This is an optimization exercise on Yosys and OpenROAD, whose aim is small area, a short achievable clock period and few clock cycles, not a production implementation. Function was not checked in any run shown here: the RTL went through the layout flow alone. Power figures rest on the tool's default switching activity, not on a simulated workload.

==> flow/design.v, too long to show whole: its modules and the start of the top module <==
// module fp_mult: 1575 lines
// module fa_cell: 6 lines
// module ha_cell: 6 lines
// module xor_cell: 5 lines
module fp_mult(A, B, clk, reset, C, done, flow);
  // ...
==> flow/flow/run.sh <==
#!/bin/bash
set -o pipefail
export BUFFER_PORTS_ARGS="-buffer_cell sky130_fd_sc_hd__buf_4"
bash standard.sh > standard.log 2>&1
==> flow/standard.sh <==
#!/bin/bash
# synth_recipe.tcl (not shown) runs the flow's synth.tcl, then flattens the netlist and writes it again
# the make line also repeats each setting of config.mk as NAME=value (left out here)
make -C /OpenROAD-flow-scripts/flow DESIGN_CONFIG=/design/flow/config.mk WORK_HOME=/design/flow/orfs CLKGATE_MAP_FILE= SYNTH_SCRIPT=/design/flow/synth_recipe.tcl "${@:-finish}"
==> flow/config.mk <==
export PLATFORM = sky130hd
export DESIGN_NAME = fp_mult
export DESIGN_NICKNAME = fp_mult
export VERILOG_FILES = /design/flow/design.v
export SDC_FILE = /design/flow/constraint.sdc
export NUM_CORES = 4
export LEC_CHECK = 0
export ABC_AREA = 1
export CAP_MARGIN = 20
export CORE_MARGIN = 2
export CORE_UTILIZATION = 40
export SLEW_MARGIN = 20
export SYNTH_HIERARCHICAL = 1
==> flow/constraint.sdc <==
create_clock -name core_clock -period 5.0 [get_ports {clk}]
set_input_delay 1.0000 -clock core_clock [delete_from_list [all_inputs] [get_ports {clk}]]
set_output_delay 1.0000 -clock core_clock [all_outputs]
set_load 0.01 [all_outputs]
==> flow_summary_export.csv, run 1 <==
group,metric,value,unit
outcome,status,"finished clean",
synthesis,synth-seq-cells,91,
route,top_layer_used,"met4",
route,vias_per_cell,5.469,
floorplan,start_util,0.4064,
power_and_ir_drop,top_power_group,"combinational cells",
setup_path,critPathCaptureType,"output pin",
final_layout,fin_nets,2827,
floorplan,core,46750,sq um
global_route,first_global_vias,16559,
timing,setup_ws,0.2259,ns
final_layout,finalNonFillerCells,3035,
timing,fin_crit_sh,0.9548,
synthesis,synth_ff_type,"edfxtp_1",
global_route,grt_util_met3,0.06228,
floorplan,io_pins,101,
final_layout,nNonClkBuffers,208,
final_layout,num-multi-input-gates,1772,
timing,report.final.slew_viol_count,0,
power_and_ir_drop,p_seq_frac,0.128,
placement,port_buffers,99,
route,drtIter0Drc,1540,
timing,finalHoldViolCount,0,
final_layout,n_clock_buffer,9,
final_layout,layout-drive-gt1-share,0.1311,
synthesis,ys_top_cells_by_area,"fa_1 26%, edfxtp_1 14%, xnor2_1 12%",
route,ant_nets,0,
global_route,grtUsageMet1,0.3329,
final_layout,final_area,21290,sq um
route,met3WireLength,5318,um
final_layout,largest_cell_class,"multi-input gates",
power_and_ir_drop,pwr-share-clk,0.048,
power_and_ir_drop,p_seq,1.86,mW
setup_path,crit_start,"r_m[7]$_DFFE_PP_",
global_route,grt.total_usage,0.2435,
synthesis,yosys-top-cells-count,"481 x nand2_1, 326 x inv_1, 273 x o22ai_1",
worst_hold_path,holdCritPathClass,"input pin to register",
placement,dp_hpwl,48010,um
synthesis,async_reset_ff_frac,0,
timing,fin_setup_tns,0,ns
synthesis,yosys_warnings,7,
clock_tree,clk_pin_slew,0.07,ns
clock_tree,ctsHoldBuffers,0,
placement,placed_cell_area,20580,sq um
==> inputs of run 2 (changes only) <==
--- a/flow/design.v
+++ b/flow/design.v
@@ -1294,86 +1294,68 @@
     always @(posedge clk) begin
         if (reset) begin
             r_m <= {s564, c545, s544, c525, s524, s522, s506, c489, s488, c473, s472, c457, s456, c443, s442, c429, s428, s426, P971, G970, P969, G968, s906, c905, c901, s904, s900, c897, c891, s896, s890, c885, c877, s884, s876, c869, s868, c859, c849, s858, s848, c839, c829, s838, c827, s828, c817, s816, c805, s814, s804, c791, c777, s790, c775, s776, c761, c745, s760, c743, s744, c727, c709, s726, c707, s708, c689, s688, c669, s686, s668, c647, s646, c625, c605, s624, c603, c585, s604, c583, s584, c565};
             r_esum <= {1'b0, A[30:23]} + {1'b0, B[30:23]};
             r_sign <= A[31] ^ B[31];
             r_done <= 1'b1;
         end
     end
-    wire s972;
-    xor_cell u_s972 (.a(r_m[0]), .b(r_m[1]), .y(s972));
-    wire c973 = r_m[0] & r_m[1];
+    wire s972, c973;
+    ha_cell u_s972 (.a(r_m[0]), .b(r_m[1]), .s(s972), .co(c973));
     wire s974, c975;
     fa_cell u_s974 (.a(r_m[2]), .b(r_m[3]), .c(r_m[4]), .s(s974), .co(c975));
     wire s976, c977;
     fa_cell u_s976 (.a(r_m[5]), .b(r_m[6]), .c(r_m[7]), .s(s976), .co(c977));
-    wire s978;
-    xor_cell u_s978 (.a(r_m[8]), .b(r_m[9]), .y(s978));
-    wire c979 = r_m[8] & r_m[9];
-    wire s980;
-    xor_cell u_s980 (.a(r_m[10]), .b(r_m[11]), .y(s980));
-    wire c981 = r_m[10] & r_m[11];
+    wire s978, c979;
+    ha_cell u_s978 (.a(r_m[8]), .b(r_m[9]), .s(s978), .co(c979));
+    wire s980, c981;
+    ha_cell u_s980 (.a(r_m[10]), .b(r_m[11]), .s(s980), .co(c981));
     wire s982, c983;
     fa_cell u_s982 (.a(r_m[12]), .b(r_m[13]), .c(r_m[14]), .s(s982), .co(c983));
-    wire s984;
-    xor_cell u_s984 (.a(r_m[15]), .b(r_m[16]), .y(s984));
-    wire c985 = r_m[15] & r_m[16];
+    wire s984, c985;
+    ha_cell u_s984 (.a(r_m[15]), .b(r_m[16]), .s(s984), .co(c985));
     wire s986, c987;
     fa_cell u_s986 (.a(r_m[17]), .b(r_m[18]), .c(r_m[19]), .s(s986), .co(c987));
-    wire s988;
-    xor_cell u_s988 (.a(r_m[20]), .b(r_m[21]), .y(s988));
-    wire c989 = r_m[20] & r_m[21];
+    wire s988, c989;
+    ha_cell u_s988 (.a(r_m[20]), .b(r_m[21]), .s(s988), .co(c989));
     wire s990, c991;
     fa_cell u_s990 (.a(r_m[22]), .b(r_m[23]), .c(r_m[24]), .s(s990), .co(c991));
-    wire s992;
-    xor_cell u_s992 (.a(r_m[25]), .b(r_m[26]), .y(s992));
-    wire c993 = r_m[25] & r_m[26];
+    wire s992, c993;
+    ha_cell u_s992 (.a(r_m[25]), .b(r_m[26]), .s(s992), .co(c993));
     wire s994, c995;
     fa_cell u_s994 (.a(r_m[27]), .b(r_m[28]), .c(r_m[29]), .s(s994), .co(c995));
-    wire s996;
-    xor_cell u_s996 (.a(r_m[30]), .b(r_m[31]), .y(s996));
-    wire c997 = r_m[30] & r_m[31];
+    wire s996, c997;
+    ha_cell u_s996 (.a(r_m[30]), .b(r_m[31]), .s(s996), .co(c997));
     wire s998, c999;
     fa_cell u_s998 (.a(r_m[32]), .b(r_m[33]), .c(r_m[34]), .s(s998), .co(c999));
-    wire s1000;
-    xor_cell u_s1000 (.a(r_m[35]), .b(r_m[36]), .y(s1000));
-    wire c1001 = r_m[35] & r_m[36];
+    wire s1000, c1001;
+    ha_cell u_s1000 (.a(r_m[35]), .b(r_m[36]), .s(s1000), .co(c1001));
     wire s1002, c1003;
     fa_cell u_s1002 (.a(r_m[37]), .b(r_m[38]), .c(r_m[39]), .s(s1002), .co(c1003));
-    wire s1004;
-    xor_cell u_s1004 (.a(r_m[40]), .b(r_m[41]), .y(s1004));
-    wire c1005 = r_m[40] & r_m[41];
-    wire s1006;
-    xor_cell u_s1006 (.a(r_m[42]), .b(r_m[43]), .y(s1006));
-    wire c1007 = r_m[42] & r_m[43];
-    wire s1008;
-    xor_cell u_s1008 (.a(r_m[44]), .b(r_m[45]), .y(s1008));
-    wire c1009 = r_m[44] & r_m[45];
-    wire s1010;
-    xor_cell u_s1010 (.a(r_m[46]), .b(r_m[47]), .y(s1010));
-    wire c1011 = r_m[46] & r_m[47];
-    wire s1012;
-    xor_cell u_s1012 (.a(r_m[48]), .b(r_m[49]), .y(s1012));
-    wire c1013 = r_m[48] & r_m[49];
-    wire s1014;
-    xor_cell u_s1014 (.a(r_m[50]), .b(r_m[51]), .y(s1014));
-    wire c1015 = r_m[50] & r_m[51];
-    wire s1016;
-    xor_cell u_s1016 (.a(r_m[52]), .b(r_m[53]), .y(s1016));
-    wire c1017 = r_m[52] & r_m[53];
-    wire s1018;
-    xor_cell u_s1018 (.a(r_m[54]), .b(r_m[55]), .y(s1018));
-    wire c1019 = r_m[54] & r_m[55];
-    wire s1020;
-    xor_cell u_s1020 (.a(r_m[56]), .b(r_m[57]), .y(s1020));
-    wire c1021 = r_m[56] & r_m[57];
-    wire s1022;
-    xor_cell u_s1022 (.a(r_m[58]), .b(r_m[59]), .y(s1022));
-    wire c1023 = r_m[58] & r_m[59];
+    wire s1004, c1005;
+    ha_cell u_s1004 (.a(r_m[40]), .b(r_m[41]), .s(s1004), .co(c1005));
+    wire s1006, c1007;
+    ha_cell u_s1006 (.a(r_m[42]), .b(r_m[43]), .s(s1006), .co(c1007));
+    wire s1008, c1009;
+    ha_cell u_s1008 (.a(r_m[44]), .b(r_m[45]), .s(s1008), .co(c1009));
+    wire s1010, c1011;
+    ha_cell u_s1010 (.a(r_m[46]), .b(r_m[47]), .s(s1010), .co(c1011));
+    wire s1012, c1013;
+    ha_cell u_s1012 (.a(r_m[48]), .b(r_m[49]), .s(s1012), .co(c1013));
+    wire s1014, c1015;
+    ha_cell u_s1014 (.a(r_m[50]), .b(r_m[51]), .s(s1014), .co(c1015));
+    wire s1016, c1017;
+    ha_cell u_s1016 (.a(r_m[52]), .b(r_m[53]), .s(s1016), .co(c1017));
+    wire s1018, c1019;
+    ha_cell u_s1018 (.a(r_m[54]), .b(r_m[55]), .s(s1018), .co(c1019));
+    wire s1020, c1021;
+    ha_cell u_s1020 (.a(r_m[56]), .b(r_m[57]), .s(s1020), .co(c1021));
+    wire s1022, c1023;
+    ha_cell u_s1022 (.a(r_m[58]), .b(r_m[59]), .s(s1022), .co(c1023));
     wire g1024 = r_m[64] & r_m[65];
     wire p1025 = r_m[64] ^ r_m[65];
     wire g1026 = r_m[66] & r_m[67];
     wire p1027 = r_m[66] ^ r_m[67];
     wire g1028 = r_m[68] & r_m[69];
     wire p1029 = r_m[68] ^ r_m[69];
     wire g1030 = r_m[70] & r_m[71];
     wire p1031 = r_m[70] ^ r_m[71];
@@ -1408,42 +1390,17 @@
     wire G1060 = G1052 | (P1053 & G1058);
     wire P1061 = 1'b0;
     wire cin = G1060;
     wire [25:0] r_a = {c1021, c1019, c1017, c1015, c1013, c1011, c1009, c1007, c1005, s1004, c1001, s1000, c997, s996, c993, s992, c989, s988, c985, s984, c981, c979, s978, c975, c973, s972};
     wire [24:0] r_b = {s1022, s1020, s1018, s1016, s1014, s1012, s1010, s1008, s1006, c1003, s1002, c999, s998, c995, s994, c991, s990, c987, s986, c983, s982, s980, c977, s976, s974};
     wire [24:0] xa = r_a[25:1];
     wire [24:0] xb = r_b;
     wire [24:0] gg = xa & xb;
-    wire [24:0] pp;
-    xor_cell u_pp0 (.a(xa[0]), .b(xb[0]), .y(pp[0]));
-    xor_cell u_pp1 (.a(xa[1]), .b(xb[1]), .y(pp[1]));
-    xor_cell u_pp2 (.a(xa[2]), .b(xb[2]), .y(pp[2]));
-    xor_cell u_pp3 (.a(xa[3]), .b(xb[3]), .y(pp[3]));
-    xor_cell u_pp4 (.a(xa[4]), .b(xb[4]), .y(pp[4]));
-    xor_cell u_pp5 (.a(xa[5]), .b(xb[5]), .y(pp[5]));
-    xor_cell u_pp6 (.a(xa[6]), .b(xb[6]), .y(pp[6]));
-    xor_cell u_pp7 (.a(xa[7]), .b(xb[7]), .y(pp[7]));
-    xor_cell u_pp8 (.a(xa[8]), .b(xb[8]), .y(pp[8]));
-    xor_cell u_pp9 (.a(xa[9]), .b(xb[9]), .y(pp[9]));
-    xor_cell u_pp10 (.a(xa[10]), .b(xb[10]), .y(pp[10]));
-    xor_cell u_pp11 (.a(xa[11]), .b(xb[11]), .y(pp[11]));
-    xor_cell u_pp12 (.a(xa[12]), .b(xb[12]), .y(pp[12]));
-    xor_cell u_pp13 (.a(xa[13]), .b(xb[13]), .y(pp[13]));
-    xor_cell u_pp14 (.a(xa[14]), .b(xb[14]), .y(pp[14]));
-    xor_cell u_pp15 (.a(xa[15]), .b(xb[15]), .y(pp[15]));
-    xor_cell u_pp16 (.a(xa[16]), .b(xb[16]), .y(pp[16]));
-    xor_cell u_pp17 (.a(xa[17]), .b(xb[17]), .y(pp[17]));
-    xor_cell u_pp18 (.a(xa[18]), .b(xb[18]), .y(pp[18]));
-    xor_cell u_pp19 (.a(xa[19]), .b(xb[19]), .y(pp[19]));
-    xor_cell u_pp20 (.a(xa[20]), .b(xb[20]), .y(pp[20]));
-    xor_cell u_pp21 (.a(xa[21]), .b(xb[21]), .y(pp[21]));
-    xor_cell u_pp22 (.a(xa[22]), .b(xb[22]), .y(pp[22]));
-    xor_cell u_pp23 (.a(xa[23]), .b(xb[23]), .y(pp[23]));
-    xor_cell u_pp24 (.a(xa[24]), .b(xb[24]), .y(pp[24]));
+    wire [24:0] pp = xa ^ xb;
     wire G0_1 = gg[1] | (pp[1] & gg[0]);
     wire P0_1 = pp[1] & pp[0];
     wire G0_3 = gg[3] | (pp[3] & gg[2]);
     wire P0_3 = pp[3] & pp[2];
     wire G0_5 = gg[5] | (pp[5] & gg[4]);
     wire P0_5 = pp[5] & pp[4];
     wire G0_7 = gg[7] | (pp[7] & gg[6]);
     wire P0_7 = pp[7] & pp[6];
@@ -1580,13 +1537,8 @@
     assign co = (a & b) | (a & c) | (b & c);
 endmodule
 module ha_cell(a, b, s, co);
     input a, b;
     output s, co;
     assign s = a ^ b;
     assign co = a & b;
 endmodule
-module xor_cell(a, b, y);
-    input a, b;
-    output y;
-    assign y = a ^ b;
-endmodule
==> flow_summary_export.csv, run 2 <==
group,metric,value,unit
placement,dpl.cell_count,2749,
timing,worst_pin_slew,0.9866,ns
synthesis,synth_cell_types,46,
floorplan,row_count,78,
final_layout,fin_nets,2628,
clock_tree,htreeDepth,3,
final_layout,layout_common_cells,"279 x nand2_1, 274 x o22ai_1, 257 x xnor2_1",
clock_tree,cts_tree,"yes",
synthesis,synth_top_area_frac,0.2776,
route,firstDrtPassIters,5,
route,wirelength,59870,um
floorplan,start_util,0.4059,
synthesis,yosysSeqAreaShare,0.1480,
placement,dp_hpwl,49220,um
setup_path,arrival,3.92,ns
setup_path,critPathCaptureType,"output pin",
setup_path,cp_max_fo,6,
final_layout,layout-drive-gt1-share,0.1306,
worst_hold_path,holdCritPathClass,"input pin to register",
floorplan,dieHeight,218.8,um
synthesis,yosys-top-cells-count,"284 x nand2_1, 274 x o22ai_1, 258 x xnor2_1",
setup_path,critPathTopFamily,"simple AND/OR/NAND/NOR gates",
route,drtIter0Drc,1511,
setup_path,cp_cell_sequence,"fa_1, ha_2, inv_2, fa_2, inv_1, nand2_1, nand2_2, nand3_2, nand2_4, nand2_4, nand2_8, buf_4, nand2_1, o211ai_1, nor2_2, nand4_1, nand2_1, nor2_4, buf_4, nand3_1, o21ai_1, buf_4",
floorplan,core,45480,sq um
setup_path,cp.required,4.00,ns
synthesis,synthMuxAreaShare,0.004338,
power_and_ir_drop,total_power,16.72,mW
floorplan,die_w,218.8,um
synthesis,async_reset_ff_frac,0,
synthesis,synth_ff_type,"edfxtp_1",
placement,placed_cell_area,19970,sq um
synthesis,synth-adder-area-share,0.3644,
route,num_vias,15703,
setup_path,startpoint_type,"register",
power_and_ir_drop,leakagePower,8.825,nW
timing,fmax,203.3,MHz
setup_path,slowest_stage,"fa_1",
route,ant_nets,0,
setup_path,slowest_delay,0.58,ns
global_route,first_global_vias,15813,
synthesis,synth.most_common_cell,"nand2_1",
setup_path,cp_num_buf_inv,5,
timing,max_slew_margin,0.3423,
setup_path,worst-setup-path-type,"register to output pin",
final_layout,largest_reg_flops,81,
global_route,grt.total_usage,0.2552,
clock_tree,cts_root_buf,"clkbuf_16",
power_and_ir_drop,peakVddDrop,0.0006658,V
global_route,antenna_found_initial,1,
clock_tree,cts_buffers,9,
synthesis,syn_avg_cell_area,8.708,sq um
global_route,grt_max_degree,68,
placement,gp_congestion,0.9854,
flow_run,cap_violations,0,
synthesis,syn_nets,2570,
timing,setup_viol,0,
route,vias_per_cell,5.642,
timing,report.final.slew_viol_count,0,
final_layout,antenna_cells,0,
clock_tree,cts_buffer_depth,2,
timing,rsz0062_at_grt,"true",
floorplan,die_area,47880,sq um
placement,port_buffers,99,
synthesis,ys_top_cells_by_area,"fa_1 28%, edfxtp_1 15%, xnor2_1 12%",
timing,finalHoldViolCount,0,
synthesis,synth_top_family_by_area,"adder cells",
synthesis,yosys_warnings,7,
synthesis,syn_inst,2120,
clock_tree,clk_pin_slew,0.06,ns
synthesis,yosys.area_share.simple,0.1223,
global_route,overflow,0,
power_and_ir_drop,power_density,808.6,nW/um^2
synthesis,synth_compound_area_frac,0.1412,
global_route,grt_pass1_wl,92070,um
route,wl_per_cell,21.51,um
outcome,status,"finished clean",
synthesis,synth-edff-count,91,
final_layout,reg.largest.list,"r_m x81, r_esum x9, r_sign x1",
synthesis,synth-seq-cells,91,
final_layout,regMostFlops,"r_m",
route,drc,0,
clock_tree,clock-sinks,91,
synthesis,netlist_area,18460,sq um
floorplan,io_pins,101,
final_layout,final_area,20670,sq um
synthesis,yosys.area.top_type,"fa_1",
timing,fin_crit_sh,0.9839,
timing,min_period,4.920,ns
final_layout,finalNonFillerCells,2783,
final_layout,final_common_cell,"nand2_1",
final_layout,syn_to_final_growth,11.99,%
clock_tree,ctsHoldBuffers,0,
synthesis,yosys.area_share.xor_xnor,0.1357,
-- run 2: cell types whose count changed after synthesis, sizes merged, moves of 3 or more --
cell	delta
nor2	-3
fa	+5
mux2i	+8
o211ai	+4
nand3	-8
ha	+39
o21ai	+5
inv	-88
nand4	+3
xnor2	+5
nand2	-200
buf	-4
-- run 2: final cells by class --
cell class / instances / area [sq um]
repair buffers: 196 / 1520
multi-input cells: 1628 / 14440
flip-flops and latches: 91 / 2733
clock buffers: 13 / 240.2
well taps: 600 / 750.7
inverters: 252 / 953.4
fillers: 4496 / 24810
clock inverters: 3 / 38.79
-- run 2: per-stage QoR --
stage	hold slack, ns	TNS [ns]	setup WS, ns	utilization
2_1_floorplan	1.113	0	0.07117	-
3_3_place_gp	1.318	0	0.1197	0.4392
3_5_place_dp	1.289	0	0.06875	0.4392
4_1_cts	0.8892	0	0.02411	0.4470
5_1_grt	0.9147	-1.152	-0.06605	0.4546
6_report	0.9167	0	0.08027	0.4546
-- run 2: logic make-up (layout without fill, tap and decap cells) --
kind of cell / after synthesis / in the layout
xor gates and xnor gates: 286 / 286
and+or+nand+nor: 509 / 509
muxes: 8 / 8
adders and majority gates: 384 / 384
DFF: 91 / 91
other: 1 / 1
AOI/OAI and AO/OA: 440 / 440
buffers and inverters: 401 / 464
-- run 2: worst paths after layout --
path | from | to | slack [ns] | cells past startpoint
setup / recovery | r_m[3]$_DFFE_PP_ | C[6] | 0.08 | 22
hold / removal | B[23] | r_esum[0]$_DFFE_PP_ | 0.92 | 2
-- run 2: Yosys stat by module, one instance, submodules excluded --
module | copies in the design | cells inside | cell area (sq um) | flip-flops and latches
fp_mult | 1 | 1827 | 12920 | 91
ha_cell | 43 | 1 | 12.51 | 0
fa_cell | 250 | 1 | 20.02 | 0
-- run 2: power breakdown --
group          leakage, nW  switching, mW  internal [mW]  total [mW]
logic                 7.80           8.40           5.85        14.3
clock network        0.135          0.296          0.386       0.682
registers            0.887          0.148           1.63        1.78
total                 8.82           8.84           7.88        16.7
-- run 2: per-layer routing --
metal | part of all wire | wire length [um] | vias up | global-route usage
li1 | - | - | 7258 | -
met1 | 0.43 | 25630 | 7682 | 0.3410
met4 | 0.045 | 2667 | 2 | 0.1142
met5 | 0.00017 | 10 | - | 0
met2 | 0.45 | 27160 | 631 | 0.4019
met3 | 0.073 | 4398 | 130 | 0.04920
-- run 2: timing repair --
action | CTS | global route
endpoints found under the setup margin | 32 | 33
pin swaps | 3 | 13
setup buffers | 2 | 13
cloned | 1 | 3
resized for setup | 14 | 55

[port drivers added, routing unchanged]
How much do the figures lean on ideal ports? The routed layouts below were timed once more, with nothing changed but the port constraints. Step 1, drivers: a clkbuf_16 drives clk and a buf_2 each remaining input, both assumed. Step 2 times the ports against the registers' clock, not the clock port: input delays grow and output delays shrink by t, the midpoint of the rising clock arrivals with the driver on. Three values: ideal, step 1, step 2; two values: the first two.
| run | t, ns | setup slack, ns | worst register clock-pin slew, ns | cell pins on the clock port's net |
|---|---|---|---|---|
| run 1 | 0.434 | 0.226 / 0.174 / 0.075 | 0.08 / 0.08 | 1 |
| run 2 | 0.420 | 0.080 / 0.027 / 0.006 | 0.07 / 0.07 | 1 |
After both steps every run listed still meets setup and hold. For run 1, which loses most, drivers alone change the setup slack by -0.052 ns; drivers and shift together by -0.151 ns.
